What follows belongs to an exercise in optimizing a design on an open flow for small area, a short achievable clock period and few clock cycles; a production flow would make more cautious choices. At most, simulation tests tie the RTL to the original design; equivalence was not proved. Power is estimated from default activity; no workload was simulated.

Design mest_pro, start of the top module:
module mest_pro#(
    parameter OP_CODE_SIZE     = 4,
    parameter INSTRUCTION_SIZE = OP_CODE_SIZE + 8 + 8 + 8,
    parameter ROM_DEPTH = 65536
)(
    input clk,
    input i_reset_n,
    input i_start,
    output [$clog2(ROM_DEPTH)-1  :0] o_prog_counter,
    input [INSTRUCTION_SIZE-1    :0] i_instruction,
    output [8-1 :0] o_result,
    output o_valid_result,
    output o_carry,
    output o_zero_flag,
    output o_all_done
);
==> flow/config.mk <==
export PLATFORM = sky130hd
export DESIGN_NAME = mest_pro
export DESIGN_NICKNAME = mest_pro
export VERILOG_FILES = /design/flow/design.v
export SDC_FILE = /design/flow/constraint.sdc
export NUM_CORES = 4
export LEC_CHECK = 0
export CAP_MARGIN = 20
export CORE_MARGIN = 2
export CORE_UTILIZATION = 60
export CTS_BUF_LIST = sky130_fd_sc_hd__clkbuf_8
export SETUP_SLACK_MARGIN = 2.7
export SLEW_MARGIN = 20
==> flow/constraint.sdc <==
create_clock -name core_clock -period 5.0 [get_ports {clk}]
set_input_delay 1.0000 -clock core_clock [delete_from_list [all_inputs] [get_ports {clk}]]
set_output_delay 1.0000 -clock core_clock [all_outputs]
set_load 0.01 [all_outputs]
standard.sh (not shown) runs the stock make flow with config.mk's settings and CLKGATE_MAP_FILE= SYNTH_SCRIPT=/design/flow/synth_recipe.tcl, a recipe that flattens the netlist after the stock synthesis.
==> flow/flow/run.sh <==
#!/bin/bash
# Layout: the standard synthesis, then the standard ORFS steps with plain
# buffers (not delay cells) on the ports and free resizing.
set -euo pipefail
bash standard.sh synth > synth.log 2>&1
bash standard.sh BUFFER_PORTS_ARGS="-buffer_cell sky130_fd_sc_hd__buf_1" MATCH_CELL_FOOTPRINT=0 finish > layout.log 2>&1
Testbench counts at the start, summed over its fixed seeds: cycles 7,274.
Rerun with:
--- a/flow/config.mk
+++ b/flow/config.mk
@@ -7,2 +7,3 @@
 export LEC_CHECK = 0
+export ABC_AREA = 1
 export CAP_MARGIN = 20
@@ -10,4 +11,4 @@
 export CORE_UTILIZATION = 60
-export CTS_BUF_LIST = sky130_fd_sc_hd__clkbuf_8
-export SETUP_SLACK_MARGIN = 2.7
+export CTS_BUF_LIST = sky130_fd_sc_hd__clkbuf_16
+export SETUP_SLACK_MARGIN = 2.9
 export SLEW_MARGIN = 20
=> Design area goes up by 2.1%. Synthesized area barely changes. Routed wire length goes up by 8.0%. Count of clock-buffer cells in the layout goes down by 1. Via count goes up by 11%. Total power goes up by 6.1%.
Rerun with:
--- a/flow/config.mk
+++ b/flow/config.mk
@@ -11,3 +11,4 @@
 export CORE_UTILIZATION = 60
-export CTS_BUF_LIST = sky130_fd_sc_hd__clkbuf_16
+export CTS_BUF_LIST = sky130_fd_sc_hd__clkbuf_8
+export GPL_TIMING_DRIVEN = 1
 export SETUP_SLACK_MARGIN = 2.9
After rerunning: Final cell count is about the same. Total power came out lower by 7.8%. Die area stays the same. Via count came out lower by 0.40%. Core utilization came out lower by 1.1 points. Design area came out lower by 1.6%. Critical path depth is unchanged. Routed wire length stays flat. Fmax stays flat.
Rerun with:
--- a/flow/config.mk
+++ b/flow/config.mk
@@ -10,5 +10,4 @@
 export CORE_MARGIN = 2
-export CORE_UTILIZATION = 60
+export CORE_UTILIZATION = 70
 export CTS_BUF_LIST = sky130_fd_sc_hd__clkbuf_8
-export GPL_TIMING_DRIVEN = 1
 export SETUP_SLACK_MARGIN = 2.9
The new run completed without violations; wire length rose by a few percent; sequential power barely changes; clock power climbs by a few percent; power went up by a few percent; register-to-register slack degrades by 0.04 ns; cell area rose slightly; setup slack degrades by 0.044 ns; critical path depth goes up by 2; via count climbs by a few percent; final cell count drops slightly.
Rerun with:
--- a/flow/config.mk
+++ b/flow/config.mk
@@ -7,7 +7,8 @@
 export LEC_CHECK = 0
-export ABC_AREA = 1
 export CAP_MARGIN = 20
 export CORE_MARGIN = 2
-export CORE_UTILIZATION = 70
+export CORE_UTILIZATION = 60
 export CTS_BUF_LIST = sky130_fd_sc_hd__clkbuf_8
+export CTS_CLUSTER_DIAMETER = 100
+export CTS_CLUSTER_SIZE = 40
 export SETUP_SLACK_MARGIN = 2.9
=> Core utilization decreases by 11 points. Final cell count drops by 9.6%. Routed wire length came out lower by 8.9%. Register-to-register slack degrades by 0.05 ns. Final area increases by 1.8%. Power is about the same. Setup slack degrades by 0.049 ns.
Rerun with:
--- a/flow/config.mk
+++ b/flow/config.mk
@@ -7,2 +7,3 @@
 export LEC_CHECK = 0
+export ABC_AREA = 1
 export CAP_MARGIN = 20
@@ -11,4 +12,2 @@
 export CTS_BUF_LIST = sky130_fd_sc_hd__clkbuf_8
-export CTS_CLUSTER_DIAMETER = 100
-export CTS_CLUSTER_SIZE = 40
 export SETUP_SLACK_MARGIN = 2.9
Effect: The new run went through all stages and came out clean; critical path depth came out higher by 1; total power falls by 2.4%; synthesized cell count is higher by 16%; setup slack gains 0.093 ns; clock power went up by 4.4%; clock-buffer cell count rises by 1; hold slack gets better by 0.0095 ns; non-clock buffer count is lower by 12; via count grows by 9.3%; cell count rises by 12%; area after synthesis is about the same.

job 8204:
mest_pro, a different RTL version from the one above (not shown whole).
For scale: ~540 cells after synthesis, ~88 flip-flops, about 59 I/O pins.
export LEC_CHECK = 0
export ABC_AREA = 1
export CAP_MARGIN = 20
export CORE_MARGIN = 2
export CORE_UTILIZATION = 50
export CTS_BUF_LIST = sky130_fd_sc_hd__clkbuf_8
export SETUP_SLACK_MARGIN = 2.95
export SLEW_MARGIN = 20
create_clock -name core_clock -period 5.0 [get_ports {clk}]
==> flow/flow/run.sh <==
#!/bin/bash
# Layout: the standard synthesis, then the standard ORFS steps with plain
# buffers (not delay cells) on the ports and free resizing.
set -euo pipefail
bash standard.sh synth > synth.log 2>&1
bash standard.sh BUFFER_PORTS_ARGS="-buffer_cell sky130_fd_sc_hd__buf_1" MATCH_CELL_FOOTPRINT=0 CTS_ARGS="-sink_clustering_enable -repair_clock_nets -buf_list sky130_fd_sc_hd__clkbuf_8 -dont_use_dummy_load" finish > layout.log 2>&1
Job 8204: all stages complete, timing, DRC and antenna checks passed
> inputs changed (job 8204 -> job 325)
Settings: SETUP_SLACK_MARGIN: 2.95 -> 3.0.
Results
- For the maximum ir drop on the vdd rail, job 325 came in 0.0093 mV higher than job 8204 did.
- Compared with job 8204, job 325 instantiates a larger number of standard cells.
- Relative to job 8204, the via count measured on job 325 has increased slightly.
- Summary — worst slack at placement, job 325 relative to job 8204: higher, by 0.0093 ns.
- Comparing job 8204 and job 325, fraction of area in registers is lower on job 325.
- Summary of job 325 over job 8204: register-to-register slack neither gained nor lost much, total power rose by 0.75%, part of the total power dissipated in combinational logic now larger.
- Of job 8204 and job 325, the lower register share of total power belongs to job 325.
- Measured against each other, job 8204 and job 325 differ in routed wire length, the higher figure coming from job 325.
The inputs of job 7936 differ from those of job 325 as listed below.
Settings: SETUP_SLACK_MARGIN changed from 3.0 to 2.95; CORE_UTILIZATION changed from 50 to 60.
## What came out
- Total non-filler cell area in the finished layout was lower in the run labelled job 7936.
- Cmp job 325 and job 7936 / met1 usage / lower: job 325
- Sort job 325 and job 7936 by row count, descending, and job 325 comes first.
- Going from job 325 to job 7936, final standard cell count with taps included and fillers excluded lower, switching power share of the total roughly the same, number of signal-net buffers in the layout lower.
Function was not checked in any run of this note: the RTL went through the layout flow alone.

mest_pro, a different RTL version from the one above (not shown whole).
For scale: ~600 cells after synthesis, roughly 4900 um^2 of cells after synthesis.
==> flow/config.mk <==
export PLATFORM = sky130hd
export DESIGN_NAME = mest_pro
export DESIGN_NICKNAME = mest_pro
export VERILOG_FILES = /design/flow/design.v
export SDC_FILE = /design/flow/constraint.sdc
export NUM_CORES = 4
export LEC_CHECK = 0
export ABC_AREA = 1
export CAP_MARGIN = 20
export CORE_MARGIN = 2
export CORE_UTILIZATION = 50
export CTS_BUF_LIST = sky130_fd_sc_hd__clkbuf_8
export SETUP_SLACK_MARGIN = 2.95
export SLEW_MARGIN = 20
==> flow/constraint.sdc <==
create_clock -name core_clock -period 5.0 [get_ports {clk}]
set_input_delay 1.0000 -clock core_clock [delete_from_list [all_inputs] [get_ports {clk}]]
set_output_delay 1.0000 -clock core_clock [all_outputs]
set_load 0.01 [all_outputs]
==> flow/flow/run.sh <==
#!/bin/bash
# Layout: the standard synthesis, then the standard ORFS steps with plain
# buffers (not delay cells) on the ports and free resizing.
set -euo pipefail
bash standard.sh synth > synth.log 2>&1
bash standard.sh BUFFER_PORTS_ARGS="-buffer_cell sky130_fd_sc_hd__buf_1" MATCH_CELL_FOOTPRINT=0 finish > layout.log 2>&1
Edit:
--- a/flow/config.mk
+++ b/flow/config.mk
@@ -10,5 +10,5 @@
 export CORE_MARGIN = 2
-export CORE_UTILIZATION = 50
+export CORE_UTILIZATION = 60
 export CTS_BUF_LIST = sky130_fd_sc_hd__clkbuf_8
-export SETUP_SLACK_MARGIN = 2.95
+export SETUP_SLACK_MARGIN = 2.9
 export SLEW_MARGIN = 20
Effect:
- clock power increases by 14%
- synthesized area stays the same
- power went up by 3.9%
- first-iteration DRC count is higher by about 6%
- worst setup slack is worse by 56 ps
- die area drops by about 16%
- worst hold slack gets better by 6.1 ps
- combinational power goes up by about 2%
- design area is about the same
Edit:
--- a/flow/config.mk
+++ b/flow/config.mk
@@ -11,4 +11,4 @@
 export CORE_UTILIZATION = 60
-export CTS_BUF_LIST = sky130_fd_sc_hd__clkbuf_8
-export SETUP_SLACK_MARGIN = 2.9
+export CTS_BUF_LIST = sky130_fd_sc_hd__clkbuf_4 sky130_fd_sc_hd__clkbuf_8
+export SETUP_SLACK_MARGIN = 3.0
 export SLEW_MARGIN = 20
After rerunning: Design area rose slightly. Maximum frequency went up slightly. Final cell count rose slightly. Wire length fell slightly. Clock-buffer cell count went up by 1. Synthesized area does not change. Utilization grows by 0.34 points. Synthesized cell count is unchanged. Die area stays the same.
Edit:
--- a/flow/config.mk
+++ b/flow/config.mk
@@ -10,5 +10,5 @@
 export CORE_MARGIN = 2
-export CORE_UTILIZATION = 60
-export CTS_BUF_LIST = sky130_fd_sc_hd__clkbuf_4 sky130_fd_sc_hd__clkbuf_8
-export SETUP_SLACK_MARGIN = 3.0
+export CORE_UTILIZATION = 70
+export CTS_BUF_LIST = sky130_fd_sc_hd__clkbuf_8
+export SETUP_SLACK_MARGIN = 2.95
 export SLEW_MARGIN = 20
What happened: Worst setup slack degrades by 12 ps. Wire length drops slightly. Synthesized area is unchanged. Via count climbs by a few percent. Core utilization climbs by 9.8 points. Final area drops slightly. Power climbs slightly. First-iteration DRC count climbs by a quarter to a third. Cell count drops by a few percent.
Edit:
--- a/flow/config.mk
+++ b/flow/config.mk
@@ -10,5 +10,5 @@
 export CORE_MARGIN = 2
-export CORE_UTILIZATION = 70
+export CORE_UTILIZATION = 60
 export CTS_BUF_LIST = sky130_fd_sc_hd__clkbuf_8
-export SETUP_SLACK_MARGIN = 2.95
+export SETUP_SLACK_MARGIN = 3.05
 export SLEW_MARGIN = 20
Effect: Global-route usage shrinks by 2.6 points; maximum frequency came out higher slightly; worst setup slack gets better by 28 ps; final cell count goes up by a few percent; cell area is higher by a few percent.
Edit:
--- a/flow/config.mk
+++ b/flow/config.mk
@@ -12,3 +12,3 @@
 export CTS_BUF_LIST = sky130_fd_sc_hd__clkbuf_8
-export SETUP_SLACK_MARGIN = 3.05
+export SETUP_SLACK_MARGIN = 2.95
 export SLEW_MARGIN = 20
After rerunning: Worst setup slack is worse by 30 ps; clock skew barely changes; die area is unchanged; cell count drops by about 1.6%; utilization fell by 2.2 points; wire length is higher by about 0.33%; via count came out lower by 1.6%.
No run of this note included a check of the RTL's function; only the layout flow was run.

separate check: timing with driven ports:
In the flow no input, the clock included, has a driving cell. The finished layouts below were timed again as built, in two steps.
Step 1 assumes that a clkbuf_16 drives the clock port and a buf_2 every other input.
Step 2 moves the port delays by t, midway between the first and last clock arrival at a register: inputs arrive t later, outputs are due t later. That takes back most of the time a late clock gives input paths.
a / b / c = ideal / step 1 / step 2; a / b = the first two.
run | t (ns) | slack for setup (ns) | slew at the worst register clock pin (ns)
the first run of note 1 | 0.388 | 2.754 / 2.754 / 2.449 | 0.09 / 0.09
the second run of note 1 | 0.372 | 2.971 / 2.947 / 2.620 | 0.07 / 0.07
the third run of note 1 | 0.378 | 2.968 / 2.935 / 2.615 | 0.10 / 0.10
the fourth run of note 1 | 0.378 | 2.924 / 2.924 / 2.602 | 0.10 / 0.10
the fifth run of note 1 | 0.393 | 2.875 / 2.875 / 2.630 | 0.10 / 0.10
the sixth run of note 1 | 0.378 | 2.968 / 2.935 / 2.615 | 0.10 / 0.10
job 8204 | 0.365 | 2.956 / 2.956 / 2.650 | 0.08 / 0.08
job 325 | 0.382 | 2.957 / 2.957 / 2.737 | 0.09 / 0.09
job 7936 | 0.367 | 2.926 / 2.926 / 2.680 | 0.10 / 0.10
the first run of note 3 | 0.382 | 2.883 / 2.883 / 2.615 | 0.09 / 0.09
the second run of note 3 | 0.379 | 2.826 / 2.826 / 2.660 | 0.09 / 0.09
the third run of note 3 | 0.388 | 2.850 / 2.850 / 2.748 | 0.10 / 0.10
the fourth run of note 3 | 0.382 | 2.838 / 2.838 / 2.602 | 0.09 / 0.09
the fifth run of note 3 | 0.375 | 2.866 / 2.866 / 2.786 | 0.10 / 0.10
the sixth run of note 3 | 0.377 | 2.837 / 2.837 / 2.684 | 0.10 / 0.10
After both steps every run listed still meets setup and hold.
